From an optimization exercise on the open Yosys and OpenROAD flow, aimed at small area; shortcuts taken in it are not production practice.
RTL that was checked went through simulation tests only; none was proved equivalent to the original.
Power figures rest on the tool's default switching activity, not on a simulated workload.

==> 10-25 <==
==> flow/design.v <==
`timescale 1ns / 1ps
module uart_get_32bit_word(
    input  logic        clk, reset,
    input  logic        addr_query,
    input  logic [15:0] addr,
    input  logic        rx,
    output logic        tx,
    output logic        tx_debug,
    output logic        div_clk_debug,
    output logic        rx_debug,
    output logic        query_debug,
    output logic [6:0]  segments,
    output logic [7:0]  anodos
    );
    logic rst;
    assign rst = ~reset;
    logic [7:0] c;
    logic       d;
    logic       c_end, tick, fall;
    assign c_end = c[7] & c[5] & c[1] & c[0];      
    assign tick  = c_end & ~d;
    assign fall  = c_end & d;
    always_ff @(posedge clk) begin
        if (rst | c_end) c <= 8'd0;
        else             c <= c + 8'd1;
        if (rst)         d <= 1'b0;
        else if (c_end)  d <= ~d;
    end
    logic [15:0] e;
    logic        d1, e_end, step;
    logic [2:0]  digit;
    assign e_end = e[15] & e[14] & e[9] & e[8] & e[6] & e[3] & e[2] & e[1] & e[0];  
    assign step  = e_end & ~d1;
    always_ff @(posedge clk) begin
        if (rst | e_end) e <= 16'd0;
        else             e <= e + 16'd1;
        if (rst)         d1 <= 1'b0;
        else if (e_end)  d1 <= ~d1;
        if (rst)         digit <= 3'd0;
        else if (step)   digit <= digit + 3'd1;
    end
    logic       pb_aux, pb_sync;
    logic [2:0] ps, ps_n;
    logic       pulse;
    assign ps_n[0] = pb_sync & (ps[0] | ~ps[1]);
    assign ps_n[1] = ps[0] & (pb_sync | ps[2]);
    assign ps_n[2] = ps[1] & ps[0] & (pb_sync | ps[2]);
    assign pulse   = ps[1] & ~ps[2];
    always_ff @(posedge clk) begin
        if (rst) begin
            pb_aux  <= 1'b0;
            pb_sync <= 1'b0;
        end else if (tick) begin
            pb_aux  <= addr_query;
            pb_sync <= pb_aux;
        end
        if (rst)       ps <= 3'd0;
        else if (fall) ps <= ps_n;
    end
    localparam logic [3:0] T_STOP = 4'd0, T_FINAL = 4'd1, T_IDLE = 4'd2,
                           T_LOAD = 4'd4, T_PRE = 4'd6;
    logic [3:0] tc;
    logic [4:0] tcnt;
    logic [1:0] tb;
    logic [7:0] tdata;
    logic       tbit_end;
    assign tbit_end = &tcnt;
    always_ff @(posedge clk) begin
        if (rst) tc <= T_IDLE;
        else if (tick) begin
            case (tc)
                T_IDLE:  if (pulse) tc <= T_LOAD;
                T_FINAL, T_LOAD, 4'd5, T_PRE: tc <= tc + 4'd1;
                T_STOP:  if (tbit_end) tc <= (tb == 2'd3) ? T_FINAL : T_LOAD;
                default: if (tbit_end) tc <= tc + 4'd1;
            endcase
        end
        if (tick) begin
            tcnt <= (tc == T_PRE) ? 5'd0 : tcnt + 5'd1;
            if (tc == T_IDLE) tb <= 2'd0;
            else if (tc == T_STOP && tbit_end) tb <= tb + 2'd1;
            if (tc == T_LOAD)
                tdata <= (tb == 2'd0) ? addr[7:0] : (tb == 2'd1) ? addr[15:8] : 8'd0;
        end
    end
    assign tx = tc[3] ? tdata[tc[2:0]] : ~(tc[2] & tc[1] & tc[0]);
    localparam logic [8:0] R_IDLE = 9'd304;
    logic [8:0] rp;
    logic       r_wait, r_samp, r_end;
    logic [7:0] rbyte;
    assign r_wait = rp[8] & rp[5] & rp[4] & rp[0];           
    assign r_samp = tick & (rp[4:0] == 5'd15);
    assign r_end  = r_samp & rp[8] & rp[5];                  
    always_ff @(posedge clk) begin
        if (rst) rp <= R_IDLE;
        else if (tick) begin
            if (r_wait) begin
                if (~rx) rp <= 9'd0;
            end else rp <= rp + 9'd1;
        end
        for (int i = 0; i < 8; i++)
            if (r_samp && rp[8:5] == 4'(i + 1)) rbyte[i] <= rx;
    end
    logic [2:0]  ws;
    logic [31:0] word;
    always_ff @(posedge clk) begin
        if (rst) ws <= 3'd0;
        else if (r_end && (ws[0] || rbyte == {6'd0, ws[2:1]} + 8'd1)) ws <= ws + 3'd1;
    end
    logic [7:0] wdata;
    assign wdata = rbyte & {8{reset}};
    always_ff @(posedge clk)
        for (int k = 0; k < 4; k++)
            if (rst || (tick && !r_end && ws == 3'(2*k + 1))) word[8*k +: 8] <= wdata;
    logic [3:0] nib;
    assign nib = word[4*digit +: 4];
    always_comb begin
        case (nib)
            4'd0:  segments = ~7'b1111110;
            4'd1:  segments = ~7'b0110000;
            4'd2:  segments = ~7'b1101101;
            4'd3:  segments = ~7'b1111001;
            4'd4:  segments = ~7'b0110011;
            4'd5:  segments = ~7'b1011011;
            4'd6:  segments = ~7'b1011111;
            4'd7:  segments = ~7'b1110000;
            4'd8:  segments = ~7'b1111111;
            4'd9:  segments = ~7'b1111011;
            4'd10: segments = ~7'b1110111;
            4'd11: segments = ~7'b0011111;
            4'd12: segments = ~7'b1001110;
            4'd13: segments = ~7'b0111101;
            4'd14: segments = ~7'b1001111;
            default: segments = ~7'b1000111;
        endcase
    end
    assign anodos = ~(8'd1 << digit);
    assign tx_debug      = tx;
    assign rx_debug      = rx;
    assign div_clk_debug = d;
    assign query_debug   = pulse;
endmodule
==> flow/run.sh <==
#!/bin/bash
# synth_recipe.tcl (not shown) runs the flow's synth.tcl, then flattens the netlist and writes it again
# the make line also repeats each setting of config.mk as NAME=value (left out here)
make -C /OpenROAD-flow-scripts/flow DESIGN_CONFIG=/design/flow/config.mk WORK_HOME=/design/flow/orfs CLKGATE_MAP_FILE= SYNTH_SCRIPT=/design/flow/synth_recipe.tcl finish
==> flow/config.mk <==
export PLATFORM = sky130hd
export DESIGN_NAME = uart_get_32bit_word
export DESIGN_NICKNAME = uart_get_32bit_word
export VERILOG_FILES = /design/flow/design.v
export SDC_FILE = /design/flow/constraint.sdc
export NUM_CORES = 4
export LEC_CHECK = 0
export CAP_MARGIN = 20
export CORE_MARGIN = 2
export CORE_UTILIZATION = 40
export CTS_BUF_LIST = sky130_fd_sc_hd__clkbuf_8
export SLEW_MARGIN = 20
==> flow/constraint.sdc <==
create_clock -name core_clock -period 10.0 [get_ports {clk}]
set_input_delay 2.0000 -clock core_clock [delete_from_list [all_inputs] [get_ports {clk}]]
set_output_delay 2.0000 -clock core_clock [all_outputs]
set_load 0.01 [all_outputs]
==> inputs of 04-12, as changes to 10-25 <==
==> flow/design.v, changed modules only <==
module uart_get_32bit_word(
    input  logic        clk, reset,
    input  logic        addr_query,
    input  logic [15:0] addr,
    input  logic        rx,
    output logic        tx,
    output logic        tx_debug,
    output logic        div_clk_debug,
    output logic        rx_debug,
    output logic        query_debug,
    output logic [6:0]  segments,
    output logic [7:0]  anodos
    );
    logic rst;
    assign rst = ~reset;
    logic [7:0] c;
    logic       d;
    logic       c_end, tick, fall;
    assign c_end = c[7] & c[6] & c[4] & c[1] & c[0];    
    assign tick  = c_end & ~d;
    assign fall  = c_end & d;
    always_ff @(posedge clk) begin
        if (rst | c_end) c <= 8'd142;
        else             c <= {c[6:0], c[7] ^ c[2]};
        if (rst)         d <= 1'b0;
        else if (c_end)  d <= ~d;
    end
    logic [15:0] e;
    logic        d1, e_end, step;
    logic [2:0]  digit;
    assign e_end = ~e[15] & ~e[13] & ~e[12] & ~e[11] & ~e[10] & ~e[8] & ~e[6] & ~e[4]
                 & ~e[3] & ~e[2] & ~e[1] & e[0];                  
    assign step  = e_end & ~d1;
    always_ff @(posedge clk) begin
        if (rst | e_end) e <= 16'd59750;
        else             e <= {e[14:0], e[15] ^ e[6]};
        if (rst)         d1 <= 1'b0;
        else if (e_end)  d1 <= ~d1;
        if (rst)         digit <= 3'd0;
        else             digit <= digit + {2'd0, step};
    end
    logic       pb_aux, pb_sync;
    logic [2:0] ps, ps_n;
    logic       pulse;
    assign ps_n[0] = pb_sync & (ps[0] | ~ps[1]);
    assign ps_n[1] = ps[0] & (pb_sync | ps[2]);
    assign ps_n[2] = ps[1] & ps[0] & (pb_sync | ps[2]);
    assign pulse   = ps[1] & ~ps[2];
    always_ff @(posedge clk) begin
        if (rst) begin
            pb_aux  <= 1'b0;
            pb_sync <= 1'b0;
        end else if (tick) begin
            pb_aux  <= addr_query;
            pb_sync <= pb_aux;
        end
        if (rst)       ps <= 3'd0;
        else if (fall) ps <= ps_n;
    end
    localparam logic [3:0] T_STOP = 4'd0, T_FINAL = 4'd1, T_IDLE = 4'd2,
                           T_LOAD = 4'd4, T_PRE = 4'd6;
    logic [3:0] tc;
    logic [4:0] tcnt;
    logic [1:0] tb;
    logic [7:0] tdata;
    logic       tbit_end;
    assign tbit_end = &tcnt;
    always_ff @(posedge clk) begin
        if (rst) tc <= T_IDLE;
        else if (tick) begin
            case (tc)
                T_IDLE:  if (pulse) tc <= T_LOAD;
                T_FINAL, T_LOAD, 4'd5, T_PRE: tc <= tc + 4'd1;
                T_STOP:  if (tbit_end) tc <= (tb == 2'd3) ? T_FINAL : T_LOAD;
                default: if (tbit_end) tc <= tc + 4'd1;
            endcase
        end
        if (tick && tc == T_PRE) tcnt <= 5'd0;
        else                     tcnt <= tcnt + {4'd0, tick};
        if (tick && tc == T_IDLE) tb <= 2'd0;
        else                      tb <= tb + {1'b0, tick && tc == T_STOP && tbit_end};
        if (tick) begin
            if (tc == T_LOAD)
                tdata <= (tb == 2'd0) ? addr[7:0] : (tb == 2'd1) ? addr[15:8] : 8'd0;
        end
    end
    assign tx = tc[3] ? tdata[tc[2:0]] : ~(tc[2] & tc[1] & tc[0]);
    localparam logic [8:0] R_IDLE = 9'd304;
    logic [8:0] rp;
    logic       r_wait, r_samp, r_end;
    logic [7:0] rbyte;
    assign r_wait = rp[8] & rp[5] & rp[4] & rp[0];           
    assign r_samp = tick & (rp[4:0] == 5'd15);
    assign r_end  = r_samp & rp[8] & rp[5];                  
    always_ff @(posedge clk) begin
        if (rst)                        rp <= R_IDLE;
        else if (tick && r_wait && ~rx) rp <= 9'd0;
        else                            rp <= rp + {8'd0, tick & ~r_wait};
        for (int i = 0; i < 8; i++)
            if (r_samp && rp[8:5] == 4'(i + 1)) rbyte[i] <= rx;
    end
    logic [2:0]  ws;
    logic [31:0] word;
    always_ff @(posedge clk) begin
        if (rst) ws <= 3'd0;
        else     ws <= ws + {2'd0, r_end && (ws[0] || rbyte == {6'd0, ws[2:1]} + 8'd1)};
    end
    logic [7:0] wdata;
    assign wdata = rbyte & {8{reset}};
    always_ff @(posedge clk)
        for (int k = 0; k < 4; k++)
            if (rst || (tick && !r_end && ws == 3'(2*k + 1))) word[8*k +: 8] <= wdata;
    logic [3:0] nib;
    assign nib = word[4*digit +: 4];
    always_comb begin
        case (nib)
            4'd0:  segments = ~7'b1111110;
            4'd1:  segments = ~7'b0110000;
            4'd2:  segments = ~7'b1101101;
            4'd3:  segments = ~7'b1111001;
            4'd4:  segments = ~7'b0110011;
            4'd5:  segments = ~7'b1011011;
            4'd6:  segments = ~7'b1011111;
            4'd7:  segments = ~7'b1110000;
            4'd8:  segments = ~7'b1111111;
            4'd9:  segments = ~7'b1111011;
            4'd10: segments = ~7'b1110111;
            4'd11: segments = ~7'b0011111;
            4'd12: segments = ~7'b1001110;
            4'd13: segments = ~7'b0111101;
            4'd14: segments = ~7'b1001111;
            default: segments = ~7'b1000111;
        endcase
    end
    assign anodos = ~(8'd1 << digit);
    assign tx_debug      = tx;
    assign rx_debug      = rx;
    assign div_clk_debug = d;
    assign query_debug   = pulse;
endmodule
==> flow/flow/run.sh (new file) <==
#!/bin/bash
# Layout flow: the standard flow, with three changes:
#  - the combinational logic of the standard synthesis is re-mapped by ABC for
#    area (flip-flops untouched: same instances, names and cell types);
#  - ports are buffered with sky130_fd_sc_hd__buf_1;
#  - CTS inserts no dummy loads.
# Each tool writes its own log in this folder.
set -euo pipefail
LIB=$FLOW_HOME/platforms/$FLOW_PLATFORM/lib/sky130_fd_sc_hd__tt_025C_1v80.lib
YOSYS=$FLOW_HOME/../tools/install/yosys/bin/yosys
[ -x "$YOSYS" ] || YOSYS=yosys
export BUFFER_PORTS_ARGS="-buffer_cell sky130_fd_sc_hd__buf_1"
export CTS_ARGS="-sink_clustering_enable -repair_clock_nets -buf_list sky130_fd_sc_hd__clkbuf_8 -dont_use_dummy_load"
R=orfs/results/$FLOW_PLATFORM/uart_get_32bit_word/base
bash standard.sh synth > standard_synth.log 2>&1
cp $R/1_2_yosys.v $R/1_2_yosys_std.v
python3 flow/genmodels.py $LIB comb_models.v > genmodels.log 2>&1
sed -e "s|@LIB@|$LIB|g" -e "s|@IN@|$R/1_2_yosys_std.v|" -e "s|@OUT@|$R/1_2_yosys.v|" -e "s|@TOP@|$FLOW_TOP|" flow/reabc.ys.in > reabc.ys
$YOSYS -l reabc.log -q reabc.ys > reabc_stdout.log 2>&1
rm -f $R/1_synth.odb $R/1_synth.sdc
bash standard.sh > standard.log 2>&1
==> flow/flow/genmodels.py (new file) <==
# Writes a Verilog model (assign of the liberty function) for every combinational
# cell of a liberty file: python3 genmodels.py LIB OUT.v
import re
import sys
lib=open(sys.argv[1]).read()
out=[]
# split into cells
for m in re.finditer(r'\n\s*cell\s*\(\s*"?(sky130_fd_sc_hd__\w+)"?\s*\)\s*\{', lib):
    name=m.group(1); start=m.end()
    # find matching brace
    depth=1;i=start
    while depth:
        c=lib[i]
        if c=='{':depth+=1
        elif c=='}':depth-=1
        i+=1
    body=lib[start:i]
    if re.search(r'\b(ff|latch|statetable)\s*\(',body): continue
    pins=re.findall(r'pin\s*\(\s*"?(\w+)"?\s*\)\s*\{(.*?)\n\s{8}\}',body,re.S)
    ins=[];outs=[]
    for pn,pb in re.finditer(r'pin\s*\(\s*"?(\w+)"?\s*\)\s*\{',body) and []: pass
    for pm in re.finditer(r'pin\s*\(\s*"?(\w+)"?\s*\)\s*\{',body):
        pn=pm.group(1); j=pm.end(); d=1
        while d:
            if body[j]=='{':d+=1
            elif body[j]=='}':d-=1
            j+=1
        pb=body[pm.end():j]
        dirm=re.search(r'direction\s*:\s*"?(\w+)"?',pb)
        if not dirm: continue
        if dirm.group(1)=='input': ins.append(pn)
        elif dirm.group(1)=='output':
            f=re.search(r'function\s*:\s*"([^"]*)"',pb)
            if not f: outs=None;break
            outs.append((pn,f.group(1)))
    if not outs: continue
    def conv(f):
        f=f.replace('!','~').replace('+','|').replace('*','&')
        f=re.sub(r'\)\s*\(',')&(',f)
        f=re.sub(r'(\w)\s+(?=[\w(~])',r'\1&',f)
        f=re.sub(r'\)\s+(?=[\w(~])',')&',f)
        return f
    s='module %s(%s);\n'%(name,', '.join(ins+[o for o,_ in outs]))
    for p in ins: s+='  input %s;\n'%p
    for o,f in outs: s+='  output %s;\n  assign %s = %s;\n'%(o,o,conv(f))
    s+='endmodule\n'
    out.append(s)
open(sys.argv[2],'w').write('\n'.join(out))
print('models:',len(out))
==> flow/flow/reabc.ys.in (new file) <==
# Re-map the combinational logic of the standard synthesis for area; the
# flip-flops (blackboxes here) keep their instances, names and cell types.
read_liberty -lib @LIB@
read_verilog comb_models.v
read_verilog @IN@
hierarchy -top @TOP@
flatten
delete t:$scopeinfo
techmap
opt -fast
abc -liberty @LIB@ -script +strash;&get,-n;&deepsyn,-J,100,-T,60;&put;dch,-f;amap;strash;dch,-f;amap -dont_use sky130_fd_sc_hd__probe_* -dont_use sky130_fd_sc_hd__lpflow_*
opt_clean -purge
hilomap -singleton -hicell sky130_fd_sc_hd__conb_1 HI -locell sky130_fd_sc_hd__conb_1 LO
insbuf -buf sky130_fd_sc_hd__buf_4 A X
splitnets
opt_clean -purge
tee -o reabc_stat.log stat -liberty @LIB@
write_verilog -noexpr -noattr -nohex -nodec @OUT@
==> flow/standard.sh (new file) <==
#!/bin/bash
# synth_recipe.tcl (not shown) runs the flow's synth.tcl, then flattens the netlist and writes it again
# the make line also repeats each setting of config.mk as NAME=value (left out here)
make -C /OpenROAD-flow-scripts/flow DESIGN_CONFIG=/design/flow/config.mk WORK_HOME=/design/flow/orfs CLKGATE_MAP_FILE= SYNTH_SCRIPT=/design/flow/synth_recipe.tcl "${@:-finish}"
--- a/flow/config.mk
+++ b/flow/config.mk
@@ -11,2 +11,3 @@
 export CTS_BUF_LIST = sky130_fd_sc_hd__clkbuf_8
+export GPL_TIMING_DRIVEN = 0
 export SLEW_MARGIN = 20
removed: flow/run.sh
==> run summary <==
Between 04-12 and 10-25, the lower synthesized cell count is in 04-12 (gap 15%, measured against 10-25).
Core utilization: 04-12 is lower than 10-25 (1.6 points).
Final cell count: 10-25 is higher than 04-12 (17%).
In 10-25 the sequential power is lower than in 04-12, by about 1%.
==> figures <==
	10-25	04-12
Combinational power share	0.056	0.058
Launching element of the worst setup path	digit[0]	digit[0]
Fraction of final layout cells with drive strength greater than 1	0.0716	0.0286
Final Cycle Share	0.540	0.522
Chip height	117 um	106 um
Result of the run	complete, no violations	complete, no violations
Multi-input combinational area share	0.387	0.300
Detailed-route wire length	8.74 mm	8.02 mm
Number of global-route vias before repair	3279	2987
Clock latency reported for the late side of the worst-skew pair	0.37 ns	0.35 ns
The RTL of 10-25 was laid out without a check of its function.

-- afterwards: timing with drivers on the ports --
How much do the figures lean on ideal ports? The routed layouts below were timed once more, with nothing changed but the port constraints.
Step 1, drivers: a clkbuf_16 drives clk and a buf_2 each remaining input, both assumed.
Step 2 moves the port delays by t, midway between the first and last clock arrival at a register: inputs arrive t later, outputs are due t later. That takes back most of the time a late clock gives input paths.
Three values: ideal ports, drivers, drivers and shift; two values: the first two.
run | t, ns | setup WS [ns] | worst setup path at the end
10-25 | 0.394 | 4.598 / 4.565 / 4.678 | input to output
04-12 | 0.378 | 4.775 / 4.741 / 5.119 | register to output
After both steps setup and hold are still met in every run listed.
